This design comes from an exercise in tuning for small area on the open sky130 flow, not from production work. Only simulation tests tie the RTL to the original design; equivalence was not proved.

Design inc_cond_mppt, start of the top module:
module inc_cond_mppt (
    input wire clk,
    input wire reset,
    input wire start,
    input wire [15:0] voltage_in,
    input wire [15:0] current_in,
    output wire [15:0] duty_cycle,
    output reg mpp_found,
    output wire [15:0] power_out
);
export LEC_CHECK = 0
export CAP_MARGIN = 20
export CORE_MARGIN = 2
export CORE_UTILIZATION = 40
export SLEW_MARGIN = 20
create_clock -name core_clock -period 10.0 [get_ports {clk}]
standard.sh (not shown) runs the stock make flow with config.mk's settings and CLKGATE_MAP_FILE= SYNTH_SCRIPT=/design/flow/synth_recipe.tcl, a recipe that flattens the netlist after the stock synthesis.
==> flow/flow/run.sh <==
#!/bin/bash
# Layout flow: the standard ORFS flow, except that
#  - the cell modules of the RTL (mfa/mha adders, cx_a222oi selectors) are
#    mapped straight onto the sky130 cells (map.py), and Yosys's own
#    full-adder extraction is off (the design's adders are already explicit),
#  - ABC uses an area-oriented mapping script (abc.script), except for the
#    3a adder of the multiplier (module a3add), which is kept apart until
#    after mapping and mapped for delay (abc_a3.script),
#  - port buffers use the smallest buffer cell.
# Each tool's output goes to a log in this folder (make.log, orfs/logs/).
set -euo pipefail
W=$(pwd)
F=$W/flow
python3 $F/map.py $W/design.v $W/design_mapped.v
sed "s#^\(\s*\)log_cmd abc {\*}\$abc_args#\1log_cmd abc {*}[lreplace \$abc_args 1 1 $F/abc.script] $FLOW_TOP\n\1log_cmd abc {*}[lreplace \$abc_args 1 1 $F/abc_a3.script] a3add#" \
  $FLOW_HOME/scripts/synth.tcl > $W/flow_synth.tcl
grep -q "abc_a3.script" $W/flow_synth.tcl
sed "s#source \$::env(SCRIPTS_DIR)/synth.tcl#source $W/flow_synth.tcl#" $W/synth_recipe.tcl > $W/flow_synth_recipe.tcl
grep -q "flow_synth.tcl" $W/flow_synth_recipe.tcl
sed "s#^export VERILOG_FILES = .*#export VERILOG_FILES = $W/design_mapped.v#" $W/config.mk > $W/flow_config.mk
source $F/settings.sh
make -C $FLOW_HOME DESIGN_CONFIG=$W/flow_config.mk WORK_HOME=$W/orfs CLKGATE_MAP_FILE= \
  SYNTH_SCRIPT=$W/flow_synth_recipe.tcl ADDER_MAP_FILE= SYNTH_KEEP_MODULES=a3add \
  "${MAKE_ARGS[@]}" finish > $W/make.log 2>&1
: # left out here: write the final layout as DEF
==> flow/flow/abc.script <==
strash
dch -f
amap
topo
stime -c
==> flow/flow/abc_a3.script <==
strash
dch
map -D 1200
topo
stime -c
Other scripts of this flow, unchanged in this note and not shown: flow/flow/map.py, flow/flow/place_pre.tcl, flow/flow/settings.sh
==> next run, changes <==
==> flow/flow/abc.script (replaced) <==
strash
dch -f
map -a
topo
stime -c
==> flow/flow/abc_a3.script (replaced) <==
strash
dch
map -D 1000
topo
stime -c
The changed run completed without violations.
Setup slack loses 0.10 ns.
Non-clock buffer count increases by 5.
Maximum frequency decreases slightly.

========
Another version of the RTL of inc_cond_mppt (not shown whole).
Size: ~700 cells after synthesis, roughly 45 flip-flops, ~6300 um2 of cells after synthesis.
==> flow/config.mk <==
export PLATFORM = sky130hd
export DESIGN_NAME = inc_cond_mppt
export DESIGN_NICKNAME = inc_cond_mppt
export VERILOG_FILES = /design/flow/design.v
export SDC_FILE = /design/flow/constraint.sdc
export NUM_CORES = 4
export LEC_CHECK = 0
export CAP_MARGIN = 20
export CORE_MARGIN = 2
export CORE_UTILIZATION = 40
export SLEW_MARGIN = 20
==> flow/constraint.sdc <==
create_clock -name core_clock -period 10.0 [get_ports {clk}]
set_input_delay 2.0000 -clock core_clock [delete_from_list [all_inputs] [get_ports {clk}]]
set_output_delay 2.0000 -clock core_clock [all_outputs]
set_load 0.01 [all_outputs]
==> flow/flow/run.sh <==
#!/bin/bash
# Layout flow: the standard ORFS flow, except that
#  - the adder cells mfa/mha of the RTL are mapped straight onto the
#    sky130 full/half adder cells (map.py), and Yosys's own full-adder
#    extraction is off (the design's adders are already explicit),
#  - ABC uses an area-oriented mapping script (abc.script),
#  - port buffers use the smallest buffer cell.
# Each tool's output goes to a log in this folder (make.log, orfs/logs/).
set -euo pipefail
W=$(pwd)
F=$W/flow
python3 $F/map.py $W/design.v $W/design_mapped.v
sed "s#^\(\s*\)log_cmd abc {\*}\$abc_args#\1log_cmd abc {*}[lreplace \$abc_args 1 1 $F/abc.script]#" \
  $FLOW_HOME/scripts/synth.tcl > $W/flow_synth.tcl
grep -q "lreplace" $W/flow_synth.tcl
sed "s#source \$::env(SCRIPTS_DIR)/synth.tcl#source $W/flow_synth.tcl#" $W/synth_recipe.tcl > $W/flow_synth_recipe.tcl
grep -q "flow_synth.tcl" $W/flow_synth_recipe.tcl
sed "s#^export VERILOG_FILES = .*#export VERILOG_FILES = $W/design_mapped.v#" $W/config.mk > $W/flow_config.mk
source $F/settings.sh
make -C $FLOW_HOME DESIGN_CONFIG=$W/flow_config.mk WORK_HOME=$W/orfs CLKGATE_MAP_FILE= \
  SYNTH_SCRIPT=$W/flow_synth_recipe.tcl ADDER_MAP_FILE= \
  "${MAKE_ARGS[@]}" finish > $W/make.log 2>&1
: # left out here: write the final layout as DEF
==> flow/flow/abc.script <==
strash
dch -f
map -a
topo
stime -c
==> flow/flow/map.py <==
#!/usr/bin/env python3
# Replace the bodies of the adder modules mfa/mha with sky130 cells.
import re, sys
src = open(sys.argv[1]).read()
cells = {
    'mfa': "  sky130_fd_sc_hd__fa_1 u (.A(a), .B(b), .CIN(c), .SUM(s), .COUT(co));\n",
    'mha': "  sky130_fd_sc_hd__ha_1 u (.A(a), .B(b), .SUM(s), .COUT(co));\n",
}
def rep(m):
    name, ports = m.group(1), m.group(2)
    if name in cells:
        return f"module {name}({ports});\n{cells[name]}endmodule"
    return m.group(0)
out = re.sub(r"module\s+(\w+)\s*\(([^;]*?)\);(.*?)endmodule", rep, src, flags=re.S)
open(sys.argv[2], 'w').write(out)
==> flow/flow/place_pre.tcl <==
# Buffer every input and output port (as the standard flow does), with a
# buffer cell sized for each side: inputs drive many loads, outputs one pin.
buffer_ports -inputs -buffer_cell sky130_fd_sc_hd__buf_1
buffer_ports -outputs -buffer_cell sky130_fd_sc_hd__buf_1
==> flow/flow/settings.sh <==
MAKE_ARGS=(CAP_MARGIN=20 CORE_MARGIN=2 CORE_UTILIZATION=40 SLEW_MARGIN=20
DONT_BUFFER_PORTS=1 PRE_GLOBAL_PLACE_TCL=$F/place_pre.tcl
"MIN_BUF_CELL_AND_PORTS=sky130_fd_sc_hd__buf_1 A X"
"GPL_TIMING_DRIVEN=0"
"CTS_BUF_LIST=sky130_fd_sc_hd__clkbuf_4 sky130_fd_sc_hd__clkbuf_8"
"SYNTH_INSBUF=0"
"SETUP_SLACK_MARGIN=-0.15"
)
Next try:
==> flow/flow/settings.sh (replaced) <==
MAKE_ARGS=(CAP_MARGIN=20 CORE_MARGIN=2 CORE_UTILIZATION=60 SLEW_MARGIN=20
DONT_BUFFER_PORTS=1 PRE_GLOBAL_PLACE_TCL=$F/place_pre.tcl
"MIN_BUF_CELL_AND_PORTS=sky130_fd_sc_hd__buf_1 A X"
"GPL_TIMING_DRIVEN=0"
"CTS_BUF_LIST=sky130_fd_sc_hd__clkbuf_8"
"SYNTH_INSBUF=0"
"SETUP_SLACK_MARGIN=-0.15"
)
Result: Die area decreases by 32%. Non-clock buffer count increases by 1. Via count increases by 2.2%.
Next try:
==> flow/flow/abc.script (replaced) <==
strash
dch -f
map -a -F 2
topo
stime -c
--- a/flow/flow/settings.sh
+++ b/flow/flow/settings.sh
@@ -1 +1 @@
-MAKE_ARGS=(CAP_MARGIN=20 CORE_MARGIN=2 CORE_UTILIZATION=60 SLEW_MARGIN=20
+MAKE_ARGS=(CAP_MARGIN=20 CORE_MARGIN=2 CORE_UTILIZATION=40 SLEW_MARGIN=20
Effect: Cell area goes up slightly. Area after synthesis barely changes. Cell count goes up by a little under a tenth. Hold slack stays flat. Global-route usage went down by 9.6 points.
Next try:
==> flow/flow/abc.script (replaced) <==
strash
dch -f
map -a
topo
stime -c
--- a/flow/flow/settings.sh
+++ b/flow/flow/settings.sh
@@ -1 +1 @@
-MAKE_ARGS=(CAP_MARGIN=20 CORE_MARGIN=2 CORE_UTILIZATION=40 SLEW_MARGIN=20
+MAKE_ARGS=(CAP_MARGIN=20 CORE_MARGIN=2 CORE_UTILIZATION=75 SLEW_MARGIN=20
Result: The changed run completed with no timing, DRC or antenna violations; final area fell slightly; worst setup slack loses 0.078 ns; via count rose by a little under a tenth; clock skew fell by 0.0031 ns; synthesized cell count fell slightly; maximum frequency fell slightly; wire length rose slightly; hold slack loses 0.0067 ns.

========
RTL: one of the versions met above, not the one the previous note started from.
Size: roughly 45 flip-flops, ~68 I/O pins.
clock: 10.0 ns
lec_check: 0
cap_margin: 20
core_margin: 2
core_utilization: 40
slew_margin: 20
==> flow/flow/run.sh <==
#!/bin/bash
# Layout flow: the standard ORFS flow, except that
#  - the cell modules of the RTL (mfa/mha adders, cx_a222oi selectors) are
#    mapped straight onto the sky130 cells (map.py), and Yosys's own
#    full-adder extraction is off (the design's adders are already explicit),
#  - ABC uses an area-oriented mapping script (abc.script), except for the
#    3a adder of the multiplier (module a3add), which is kept apart until
#    after mapping and mapped for delay (abc_a3.script),
#  - port buffers use the smallest buffer cell.
# Each tool's output goes to a log in this folder (make.log, orfs/logs/).
set -euo pipefail
W=$(pwd)
F=$W/flow
python3 $F/map.py $W/design.v $W/design_mapped.v
sed "s#^\(\s*\)log_cmd abc {\*}\$abc_args#\1log_cmd abc {*}[lreplace \$abc_args 1 1 $F/abc.script] $FLOW_TOP\n\1log_cmd abc {*}[lreplace \$abc_args 1 1 $F/abc_a3.script] a3add#" \
  $FLOW_HOME/scripts/synth.tcl > $W/flow_synth.tcl
grep -q "abc_a3.script" $W/flow_synth.tcl
sed "s#source \$::env(SCRIPTS_DIR)/synth.tcl#source $W/flow_synth.tcl#" $W/synth_recipe.tcl > $W/flow_synth_recipe.tcl
grep -q "flow_synth.tcl" $W/flow_synth_recipe.tcl
sed "s#^export VERILOG_FILES = .*#export VERILOG_FILES = $W/design_mapped.v#" $W/config.mk > $W/flow_config.mk
source $F/settings.sh
make -C $FLOW_HOME DESIGN_CONFIG=$W/flow_config.mk WORK_HOME=$W/orfs CLKGATE_MAP_FILE= \
  SYNTH_SCRIPT=$W/flow_synth_recipe.tcl ADDER_MAP_FILE= SYNTH_KEEP_MODULES=a3add \
  "${MAKE_ARGS[@]}" finish > $W/make.log 2>&1
: # left out here: write the final layout as DEF
==> flow/flow/settings.sh <==
MAKE_ARGS=(CAP_MARGIN=20 CORE_MARGIN=2 CORE_UTILIZATION=40 SLEW_MARGIN=20
DONT_BUFFER_PORTS=1 PRE_GLOBAL_PLACE_TCL=$F/place_pre.tcl
"MIN_BUF_CELL_AND_PORTS=sky130_fd_sc_hd__buf_1 A X"
"GPL_TIMING_DRIVEN=0"
"CTS_BUF_LIST=sky130_fd_sc_hd__clkbuf_8"
"SYNTH_INSBUF=0"
"CELL_PAD_IN_SITES_DETAIL_PLACEMENT=1"
"CELL_PAD_IN_SITES_GLOBAL_PLACEMENT=1"
"SETUP_SLACK_MARGIN=-0.25"
)
Scripts as last shown in full above: flow/flow/place_pre.tcl
Other scripts of this flow, unchanged in this note and not shown: flow/flow/abc.script, flow/flow/abc_a3.script, flow/flow/map.py
The starting point finished clean.
Next try:
--- a/flow/flow/settings.sh
+++ b/flow/flow/settings.sh
@@ -8,3 +8,3 @@
 "CELL_PAD_IN_SITES_GLOBAL_PLACEMENT=1"
-"SETUP_SLACK_MARGIN=-0.25"
+"SETUP_SLACK_MARGIN=-0.15"
 )
Core utilization is higher by 0.22 points.
Synthesized area does not change.
Global-route usage barely changes.
Synthesized cell count is unchanged.
Wire length is higher by 0.33%.
Via count is lower by 0.63%.
Die area is unchanged.
Clock-buffer cell count does not change.

========
inc_cond_mppt, a different RTL version from the one above (not shown whole).
For scale: ~45 flip-flops, about 0.0063 mm2 of cells after synthesis.
==> flow/config.mk <==
export PLATFORM = sky130hd
export DESIGN_NAME = inc_cond_mppt
export DESIGN_NICKNAME = inc_cond_mppt
export VERILOG_FILES = /design/flow/design.v
export SDC_FILE = /design/flow/constraint.sdc
export NUM_CORES = 4
export LEC_CHECK = 0
export CAP_MARGIN = 20
export CORE_MARGIN = 2
export CORE_UTILIZATION = 40
export SLEW_MARGIN = 20
==> flow/constraint.sdc <==
create_clock -name core_clock -period 10.0 [get_ports {clk}]
set_input_delay 2.0000 -clock core_clock [delete_from_list [all_inputs] [get_ports {clk}]]
set_output_delay 2.0000 -clock core_clock [all_outputs]
set_load 0.01 [all_outputs]
==> flow/flow/run.sh <==
#!/bin/bash
# Layout flow: the standard ORFS flow, except that
#  - the adder cells mfa/mha of the RTL are mapped straight onto the
#    sky130 full/half adder cells (map.py), and Yosys's own full-adder
#    extraction is off (the design's adders are already explicit),
#  - ABC uses an area-oriented mapping script (abc.script),
#  - port buffers use the smallest buffer cell.
# Each tool's output goes to a log in this folder (make.log, orfs/logs/).
set -euo pipefail
W=$(pwd)
F=$W/flow
python3 $F/map.py $W/design.v $W/design_mapped.v
sed "s#^\(\s*\)log_cmd abc {\*}\$abc_args#\1log_cmd abc {*}[lreplace \$abc_args 1 1 $F/abc.script]#" \
  $FLOW_HOME/scripts/synth.tcl > $W/flow_synth.tcl
grep -q "lreplace" $W/flow_synth.tcl
sed "s#source \$::env(SCRIPTS_DIR)/synth.tcl#source $W/flow_synth.tcl#" $W/synth_recipe.tcl > $W/flow_synth_recipe.tcl
grep -q "flow_synth.tcl" $W/flow_synth_recipe.tcl
sed "s#^export VERILOG_FILES = .*#export VERILOG_FILES = $W/design_mapped.v#" $W/config.mk > $W/flow_config.mk
source $F/settings.sh
make -C $FLOW_HOME DESIGN_CONFIG=$W/flow_config.mk WORK_HOME=$W/orfs CLKGATE_MAP_FILE= \
  SYNTH_SCRIPT=$W/flow_synth_recipe.tcl ADDER_MAP_FILE= \
  "${MAKE_ARGS[@]}" finish > $W/make.log 2>&1
: # left out here: write the final layout as DEF
==> flow/flow/abc.script <==
strash
dch -f
map -a
topo
stime -c
==> flow/flow/settings.sh <==
MAKE_ARGS=(CAP_MARGIN=20 CORE_MARGIN=2 CORE_UTILIZATION=40 SLEW_MARGIN=20
DONT_BUFFER_PORTS=1 PRE_GLOBAL_PLACE_TCL=$F/place_pre.tcl
"MIN_BUF_CELL_AND_PORTS=sky130_fd_sc_hd__buf_1 A X"
"GPL_TIMING_DRIVEN=0"
"CTS_BUF_LIST=sky130_fd_sc_hd__clkbuf_8"
"SYNTH_INSBUF=0"
"SETUP_SLACK_MARGIN=-0.15"
)
Scripts as last shown in full above: flow/flow/map.py, flow/flow/place_pre.tcl
Edit:
--- a/flow/flow/settings.sh
+++ b/flow/flow/settings.sh
@@ -5,4 +5,4 @@
 "CTS_BUF_LIST=sky130_fd_sc_hd__clkbuf_8"
 "SYNTH_INSBUF=0"
-"SETUP_SLACK_MARGIN=-0.15"
+"SETUP_SLACK_MARGIN=-0.25"
 )
After rerunning: Core utilization is about the same. Sequential cell count is unchanged. Final cell count stays flat. Via count rose by 0.34%. Routed wire length stays flat. Clock-buffer cell count stays the same. Die area does not change.
Edit:
==> flow/flow/place_pre.tcl (replaced) <==
# Buffer every input and output port (as the standard flow does). Outputs
# drive one pin and a fixed load, so they get the smallest buffer; inputs
# get the smallest buffer too, except the multiplicand bits, which fan out
# to a whole column of Booth selectors and get a stronger one.
buffer_ports -inputs -buffer_cell sky130_fd_sc_hd__buf_1
buffer_ports -outputs -buffer_cell sky130_fd_sc_hd__buf_1
foreach inst [get_cells input*] {
  set net [get_full_name [get_nets -of_objects [get_pins [get_full_name $inst]/A]]]
  if { [string match "voltage_in*" $net] } {
    replace_cell $inst sky130_fd_sc_hd__buf_2
  }
}
--- a/flow/flow/settings.sh
+++ b/flow/flow/settings.sh
@@ -4,5 +4,6 @@
 "GPL_TIMING_DRIVEN=0"
 "CTS_BUF_LIST=sky130_fd_sc_hd__clkbuf_8"
+"CTS_CLUSTER_SIZE=50"
+"CTS_CLUSTER_DIAMETER=200"
 "SYNTH_INSBUF=0"
-"SETUP_SLACK_MARGIN=-0.25"
 )
The changed run completed with no timing, DRC or antenna violations.
Synthesized area stays the same.
Core utilization came out higher by 0.64 points.
Register-to-register slack improves by 0.06 ns.
Design area came out higher by 1.4%.
Setup slack improves by 0.17 ns.
Via count came out lower by 0.95%.
Edit:
==> flow/flow/place_pre.tcl (replaced) <==
# Buffer every input and output port (as the standard flow does), with a
# buffer cell sized for each side: inputs drive many loads, outputs one pin.
buffer_ports -inputs -buffer_cell sky130_fd_sc_hd__buf_1
buffer_ports -outputs -buffer_cell sky130_fd_sc_hd__buf_1
--- a/flow/flow/settings.sh
+++ b/flow/flow/settings.sh
@@ -4,6 +4,5 @@
 "GPL_TIMING_DRIVEN=0"
 "CTS_BUF_LIST=sky130_fd_sc_hd__clkbuf_8"
-"CTS_CLUSTER_SIZE=50"
-"CTS_CLUSTER_DIAMETER=200"
 "SYNTH_INSBUF=0"
+"RECOVER_POWER=100"
 )
The new run went through all stages and came out clean; setup slack is better by 0.086 ns; synthesized area stays the same; cell count hardly moves; count of clock-buffer cells in the layout is unchanged; cell area drops by 0.56%; utilization fell by 0.26 points.

[static timing again, ports no longer ideal]
The results above use ideal ports. As a check the final layouts listed here were re-extracted and re-timed, cells and wires unchanged. Step 1 assumes that a clkbuf_16 drives the clock port and a buf_2 every other input. Step 2, shift: input delay + t, output delay - t, t = (earliest + latest rising clock arrival at the registers) / 2. This alone moves slack from input paths to output paths. a / b / c = ideal ports / drivers / drivers and shift; a / b = the first two.
| run | shift t [ns] | setup WS [ns] | hold WS [ns] | worst setup path at the end | worst slew at a driven data input, ns |
|---|---|---|---|---|---|
| the first run of note 1 | 0.349 | 0.218 / 0.195 / 0.195 | 0.418 / 0.418 / 0.418 | input to output | 0.05 |
| the second run of note 1 | 0.319 | 0.116 / 0.093 / 0.093 | 0.407 / 0.407 / 0.407 | input to output | 0.06 |
| the first run of note 2 | 0.317 | 0.214 / 0.185 / 0.185 | 0.424 / 0.424 / 0.424 | input to output | 0.04 |
| the second run of note 2 | 0.328 | 0.238 / 0.215 / 0.215 | 0.411 / 0.411 / 0.411 | input to output | 0.04 |
| the third run of note 2 | 0.321 | 0.237 / 0.213 / 0.213 | 0.411 / 0.411 / 0.411 | input to output | 0.04 |
| the fourth run of note 2 | 0.322 | 0.159 / 0.136 / 0.136 | 0.404 / 0.404 / 0.404 | input to output | 0.05 |
| the first run of note 3 | 0.325 | 0.191 / 0.169 / 0.169 | 0.404 / 0.404 / 0.404 | input to output | 0.04 |
| the second run of note 3 | 0.325 | 0.280 / 0.251 / 0.251 | 0.404 / 0.404 / 0.404 | input to output | 0.04 |
| the first run of note 4 | 0.320 | 0.248 / 0.227 / 0.227 | 0.409 / 0.409 / 0.409 | input to output | 0.05 |
| the second run of note 4 | 0.318 | 0.160 / 0.122 / 0.122 | 0.408 / 0.408 / 0.408 | input to output | 0.05 |
| the third run of note 4 | 0.323 | 0.327 / 0.296 / 0.291 | 0.400 / 0.400 / 0.400 | input to register | 0.04 |
| the fourth run of note 4 | 0.321 | 0.413 / 0.381 / 0.261 | 0.409 / 0.409 / 0.409 | input to register | 0.05 |
After both steps every run listed still meets setup and hold. The setup slack of the fourth run of note 4, which loses most, moves by -0.032 ns with the drivers and by -0.152 ns with both steps.
